Background: an optimization exercise with open tools, aiming at small area. Do not read the settings as production practice.
At most, simulation tests tie the RTL to the original design; equivalence was not proved.
No activity file was given, so power comes from the tool's default toggle rates.

## job 101
Design alu, start of the top module:
module alu #(
    parameter WIDTH     = 8,
    parameter BITS      = 64,
    parameter PRECISION = 2
) (
    input  logic                 clk, rst,
    input  logic [     BITS-1:0] a,
    input  logic [     BITS-1:0] b,
    output logic [     BITS-1:0] result_final,
    input  logic [PRECISION-1:0] precision,
    input  logic [          3:0] opcode,
    output logic                 carry
);
  logic sub;
  assign sub = (opcode[2] & opcode[1]) | (opcode[3] & opcode[0]) | (opcode[3] & opcode[1]);
  logic [7:0] split, top;
  assign split[0] = 1'b1;
  assign split[1] = ~precision[0] & ~precision[1];
  assign split[2] = ~precision[1];
  assign split[3] = ~precision[0] & ~precision[1];
  assign split[4] = ~(precision[0] & precision[1]);
  assign split[5] = ~precision[0] & ~precision[1];
  assign split[6] = ~precision[1];
  assign split[7] = ~precision[0] & ~precision[1];
  assign top = {1'b1, split[7:1]};
  logic op_and, op_or, op_xor, op_sum, op_eq, op_ne, op_avg, op_max, op_min, op_mm;
  assign op_and = (opcode == 4'b0000);
  assign op_or  = (opcode == 4'b0001);
  assign op_xor = (opcode == 4'b0010);
  assign op_sum = (opcode == 4'b0011) | (opcode == 4'b0110);
  assign op_eq  = (opcode == 4'b0100);
  assign op_ne  = (opcode == 4'b0101);
  assign op_avg = (opcode == 4'b0111) | (opcode == 4'b1000);
  assign op_max = (opcode == 4'b1001);
  assign op_min = (opcode == 4'b1010);
  assign op_mm  = op_max | op_min;
  logic [63:0] p, g, s;
  logic [7:0]  ngb, npb, nc7, cb, ncb;
  logic [7:0] sub_b, and_b, xor_b, sum_b, avg_b;
  for (genvar k = 0; k < 8; k++) begin : g_cbuf
    c_buf u_sub (.a(sub),    .y(sub_b[k]));
    c_buf u_and (.a(op_and), .y(and_b[k]));
    c_buf u_xor (.a(op_xor), .y(xor_b[k]));
    c_buf u_sum (.a(op_sum), .y(sum_b[k]));
    c_buf u_avg (.a(op_avg), .y(avg_b[k]));
  end
  for (genvar k = 0; k < 8; k++) begin : g_byte
    byte_add u_add (
        .a(a[8*k+7:8*k]), .b(b[8*k+7:8*k]), .sub(sub_b[k]), .cb(cb[k]), .ncb(ncb[k]),
  ...
export LEC_CHECK = 0
export CAP_MARGIN = 20
export CORE_MARGIN = 2
export CORE_UTILIZATION = 60
export CTS_BUF_LIST = sky130_fd_sc_hd__clkbuf_2 sky130_fd_sc_hd__clkbuf_4
export CTS_CLUSTER_SIZE = 30
export GPL_TIMING_DRIVEN = 0
export SLEW_MARGIN = 20
export SYNTH_HIERARCHICAL = 1
export SYNTH_MINIMUM_KEEP_SIZE = 0
create_clock -name core_clock -period 6.0 [get_ports {clk}]
standard.sh (not shown) runs the stock make flow with config.mk's settings and CLKGATE_MAP_FILE= SYNTH_SCRIPT=/design/flow/synth_recipe.tcl, a recipe that flattens the netlist after the stock synthesis.
==> flow/flow/run.sh <==
#!/bin/bash
# Standard synthesis, then every combinational cell is set to its smallest
# drive strength (the layout's repair steps size up what timing needs), then
# the standard layout with the ports buffered by buf_1.
set -euo pipefail
bash standard.sh synth > synth.log 2>&1
openroad -no_init -exit flow/downsize.tcl > downsize.log 2>&1
export BUFFER_PORTS_ARGS="-buffer_cell sky130_fd_sc_hd__buf_1"
bash standard.sh > layout.log 2>&1
==> flow/flow/downsize.tcl <==
# Swap each combinational cell of the synthesized netlist to the _1 (or _0)
# drive strength of the same cell, when that is smaller.
set odb_file orfs/results/sky130hd/alu/base/1_synth.odb
read_db $odb_file
set db [ord::get_db]
set n 0
foreach inst [[ord::get_db_block] getInsts] {
  set m [$inst getMaster]
  set name [$m getName]
  if { ![regexp {^(sky130_fd_sc_hd__[a-z0-9]+)_([0-9]+)$} $name -> base drive] } { continue }
  if { [regexp {__(df|dl|sdf|edf|conb|tap|fill|decap|clkdlybuf|dlygate|dlymetal)} $base] } { continue }
  set best $m
  foreach d {0 1} {
    set cand [$db findMaster ${base}_$d]
    if { $cand ne "NULL" && [expr {[$cand getWidth] < [[set best] getWidth]}] } { set best $cand }
  }
  if { $best ne $m } {
    $inst swapMaster $best
    incr n
  }
}
puts "downsized $n instances"
write_db $odb_file
The following lists how job 103 was set up differently from job 101:
-- flow/design.v --
<<< job 101, line 37
  logic [63:0] p, g, s;
  logic [7:0]  ngb, npb, nc7, cb, ncb;
  logic [7:0] sub_b, and_b, xor_b, sum_b, avg_b;
  for (genvar k = 0; k < 8; k++) begin : g_cbuf
    c_buf u_sub (.a(sub),    .y(sub_b[k]));
    c_buf u_and (.a(op_and), .y(and_b[k]));
    c_buf u_xor (.a(op_xor), .y(xor_b[k]));
    c_buf u_sum (.a(op_sum), .y(sum_b[k]));
    c_buf u_avg (.a(op_avg), .y(avg_b[k]));
  end
  for (genvar k = 0; k < 8; k++) begin : g_byte
    byte_add u_add (
        .a(a[8*k+7:8*k]), .b(b[8*k+7:8*k]), .sub(sub_b[k]), .cb(cb[k]), .ncb(ncb[k]),
        .p(p[8*k+7:8*k]), .g(g[8*k+7:8*k]), .s(s[8*k+7:8*k]),
        .ngb(ngb[k]), .npb(npb[k]), .nc7(nc7[k])
>>> job 103, line 37
  logic [63:0] p, g, s;
  logic [7:0]  ngb, npb, nc7, cb, ncb;
  for (genvar k = 0; k < 8; k++) begin : g_byte
    byte_add u_add (
        .a(a[8*k+7:8*k]), .b(b[8*k+7:8*k]), .sub(sub), .cb(cb[k]), .ncb(ncb[k]),
        .p(p[8*k+7:8*k]), .g(g[8*k+7:8*k]), .s(s[8*k+7:8*k]),
        .ngb(ngb[k]), .npb(npb[k]), .nc7(nc7[k])
<<< job 101, line 150
      localparam int i = 8 * k + j;
      logic r0n, r1n;
      c_aoi222 u_r0 (.a1(and_b[k]), .a2(g[i]), .b1(xor_b[k]), .b2(p[i]), .c1(sum_b[k]), .c2(s[i]), .y(r0n));
      if (i == 63) begin
        c_aoi22 u_r1 (.a1(ka), .a2(a[i]), .b1(kb), .b2(b[i]), .y(r1n));
      end else begin
        c_aoi222 u_r1 (.a1(j == 7 ? kv7 : avg_b[k]), .a2(s[i+1]), .b1(ka), .b2(a[i]), .c1(kb), .c2(b[i]), .y(r1n));
      end
      if (j == 0) c_nand3 u_r2 (.a(r0n), .b(r1n), .c(neqb), .y(res[i]));
>>> job 103, line 142
      localparam int i = 8 * k + j;
      logic r0n, r1n;
      c_aoi222 u_r0 (.a1(op_and), .a2(g[i]), .b1(op_xor), .b2(p[i]), .c1(op_sum), .c2(s[i]), .y(r0n));
      if (i == 63) begin
        c_aoi22 u_r1 (.a1(ka), .a2(a[i]), .b1(kb), .b2(b[i]), .y(r1n));
      end else begin
        c_aoi222 u_r1 (.a1(j == 7 ? kv7 : op_avg), .a2(s[i+1]), .b1(ka), .b2(a[i]), .c1(kb), .c2(b[i]), .y(r1n));
      end
      if (j == 0) c_nand3 u_r2 (.a(r0n), .b(r1n), .c(neqb), .y(res[i]));
<<< job 101, line 260
  assign y = s ? a1 : a0;
endmodule
module c_buf (input logic a, output logic y);
  assign y = a;
endmodule
>>> job 103, line 252
  assign y = s ? a1 : a0;
endmodule
Results
Between job 101 and job 103, the power in combinational cells figures differ only marginally.
Job 103 vs. job 101: peak ir drop on the vdd network +25%; routed wire length shrank by 430 microns; sum of internal, switching and leakage power dropped 2.8%; logic depth of the worst setup path including buffers went up about 4%.
Lower least setup slack across all paths after layout among job 101 and job 103: job 101
Sort job 101 and job 103 by wire length the detailed router placed on met1 desc -> top: job 101
Re number of buffers and inverters on the critical path: no difference whatsoever between job 101 and job 103.
Compared to job 101, job 103 was floorplanned on a smaller die.
Only the layout flow was run in job 101; the RTL was not checked for function there.

---

## job 104
Another version of the RTL of alu (not shown whole).
Size: about 880 cells after synthesis, roughly 8700 µm² of cells after synthesis.
Settings: LEC_CHECK=0, CAP_MARGIN=20, CORE_MARGIN=2, CORE_UTILIZATION=60, CTS_BUF_LIST=sky130_fd_sc_hd__clkbuf_2 sky130_fd_sc_hd__clkbuf_4, CTS_CLUSTER_SIZE=30, GPL_TIMING_DRIVEN=0, SLEW_MARGIN=20, SYNTH_HIERARCHICAL=1, SYNTH_MINIMUM_KEEP_SIZE=0; clock period 6.0 ns.
Scripts as last shown in full above: flow/flow/run.sh, flow/flow/downsize.tcl
[inputs] job 105 vs job 104
--- a/flow/design.v
+++ b/flow/design.v
@@ -27,27 +27,35 @@
   assign op_and = (opcode == 4'b0000);
   assign op_or  = (opcode == 4'b0001);
   assign op_xor = (opcode == 4'b0010);
   assign op_sum = (opcode == 4'b0011) | (opcode == 4'b0110);
   assign op_eq  = (opcode == 4'b0100);
   assign op_ne  = (opcode == 4'b0101);
   assign op_avg = (opcode == 4'b0111) | (opcode == 4'b1000);
   assign op_max = (opcode == 4'b1001);
   assign op_min = (opcode == 4'b1010);
   assign op_mm  = op_max | op_min;
   logic [63:0] p, g, s;
   logic [7:0]  ngb, npb, nc7, cb, ncb;
+  logic [7:0] sub_b, and_b, xor_b, sum_b, avg_b;
+  for (genvar k = 0; k < 8; k++) begin : g_cbuf
+    c_buf u_sub (.a(sub),    .y(sub_b[k]));
+    c_buf u_and (.a(op_and), .y(and_b[k]));
+    c_buf u_xor (.a(op_xor), .y(xor_b[k]));
+    c_buf u_sum (.a(op_sum), .y(sum_b[k]));
+    c_buf u_avg (.a(op_avg), .y(avg_b[k]));
+  end
   for (genvar k = 0; k < 8; k++) begin : g_byte
     byte_add u_add (
-        .a(a[8*k+7:8*k]), .b(b[8*k+7:8*k]), .sub(sub), .cb(cb[k]), .ncb(ncb[k]),
+        .a(a[8*k+7:8*k]), .b(b[8*k+7:8*k]), .sub(sub_b[k]), .cb(cb[k]), .ncb(ncb[k]),
         .p(p[8*k+7:8*k]), .g(g[8*k+7:8*k]), .s(s[8*k+7:8*k]),
         .ngb(ngb[k]), .npb(npb[k]), .nc7(nc7[k])
     );
   end
   logic nsub;
   logic [7:0] e1n;                  
   logic [7:0] eg, ep;               
   assign nsub = ~sub;
   for (genvar e = 1; e < 8; e++) begin : g_el
     assign e1n[e] = ~(split[e] & sub);
     c_o21ai u_g (.a1(ngb[e-1]), .a2(split[e]), .b1(e1n[e]), .y(eg[e]));
     c_nor2  u_p (.a(npb[e-1]), .b(split[e]), .y(ep[e]));
@@ -132,29 +140,29 @@
     if (k == 7) begin
       c_mux2 u_kb (.a0(kbn), .a1(kbl), .s(nltl[k]), .y(kb));
       c_mux2 u_ka (.a0(kan), .a1(kal), .s(nltl[k]), .y(ka));
     end else begin
       c_mux2 u_kb (.a0(kbl), .a1(kbn), .s(nltl[k]), .y(kb));
       c_mux2 u_ka (.a0(kal), .a1(kan), .s(nltl[k]), .y(ka));
     end
     assign kv7  = op_avg & ~top[k];
     assign neqb = ~(split[k] & ((op_eq & eql[k]) | (op_ne & ~eql[k])));
     for (genvar j = 0; j < 8; j++) begin : g_bit
       localparam int i = 8 * k + j;
       logic r0n, r1n;
-      c_aoi222 u_r0 (.a1(op_and), .a2(g[i]), .b1(op_xor), .b2(p[i]), .c1(op_sum), .c2(s[i]), .y(r0n));
+      c_aoi222 u_r0 (.a1(and_b[k]), .a2(g[i]), .b1(xor_b[k]), .b2(p[i]), .c1(sum_b[k]), .c2(s[i]), .y(r0n));
       if (i == 63) begin
         c_aoi22 u_r1 (.a1(ka), .a2(a[i]), .b1(kb), .b2(b[i]), .y(r1n));
       end else begin
-        c_aoi222 u_r1 (.a1(j == 7 ? kv7 : op_avg), .a2(s[i+1]), .b1(ka), .b2(a[i]), .c1(kb), .c2(b[i]), .y(r1n));
+        c_aoi222 u_r1 (.a1(j == 7 ? kv7 : avg_b[k]), .a2(s[i+1]), .b1(ka), .b2(a[i]), .c1(kb), .c2(b[i]), .y(r1n));
       end
       if (j == 0) c_nand3 u_r2 (.a(r0n), .b(r1n), .c(neqb), .y(res[i]));
       else        c_nand2 u_r2 (.a(r0n), .b(r1n), .y(res[i]));
     end
   end
   logic [63:0] res_q;
   logic        co_q;
   always_ff @(posedge clk or posedge rst) begin
     if (rst) begin
       res_q        <= '0;
       co_q         <= 1'b0;
       result_final <= '0;
@@ -248,12 +256,15 @@
 module c_aoi222 (input logic a1, a2, b1, b2, c1, c2, output logic y);
   assign y = ~((a1 & a2) | (b1 & b2) | (c1 & c2));
 endmodule
 module c_inv (input logic a, output logic y);
   assign y = ~a;
 endmodule
 module c_a21o (input logic a1, a2, b1, output logic y);
   assign y = (a1 & a2) | b1;
 endmodule
 module c_mux2 (input logic a0, a1, s, output logic y);
   assign y = s ? a1 : a0;
 endmodule
+module c_buf (input logic a, output logic y);
+  assign y = a;
+endmodule
## What came out
Job 105 vs job 104, die area went up by 1.7%.
Comparing job 105 with job 104, the met3 capacity usage during global routing came out essentially unchanged.
Relative to job 104, slew at the pin closest to its max-slew limit has increased by 0.29 ns in job 105.
Job 105 vs job 104 — power share of the combinational group dropped 0.4 points.
Job 105 ended up with a higher shortest period the worst path allows than job 104 did.
Min sequential share of layout area across job 105 and job 104: job 104
Per the comparison of job 105 with job 104, critical path arrival climbed 0.11 ns, relative max-transition margin saw a decrease, critical path depth has decreased, via count higher, maximum number of pins on one net before global-route repair rose about 1.3%.
Only the layout flow was run in job 104; the RTL was not checked for function there.

## separate check: timing with driven ports
The flow's constraints put no driver on any port. The routed layouts listed below were extracted and timed again, unchanged, in two steps. Step 1 (the two cells are an assumption about what drives the block):
set clk [get_ports {clk}]
set_driving_cell -lib_cell sky130_fd_sc_hd__clkbuf_16 $clk
set_driving_cell -lib_cell sky130_fd_sc_hd__buf_2 [delete_from_list [all_inputs] $clk]
Step 2 also shifts input and output timing later by t, the mid clock arrival at the registers, as if the neighbouring blocks saw the same clock. Slacks: ideal / step 1 / step 2; pairs: ideal / step 1.
run	shift t [ns]	setup slack, ns	hold WS [ns]	clock arrival spread, ns
job 101	0.583	0.213 / 0.197 / -0.387	0.349 / 0.349 / 0.349	0.017 / 0.017
job 103	0.581	0.316 / 0.300 / -0.281	0.349 / 0.349 / 0.349	0.014 / 0.014
job 104	0.595	0.291 / 0.287 / -0.308	0.355 / 0.355 / 0.355	0.021 / 0.021
job 105	0.577	0.153 / 0.163 / -0.414	0.347 / 0.347 / 0.347	0.016 / 0.016
Met with ideal ports but missed after step 2: setup timing in every run listed. The setup slack of job 101, which loses most, moves by -0.016 ns with the drivers and by -0.600 ns with both steps.
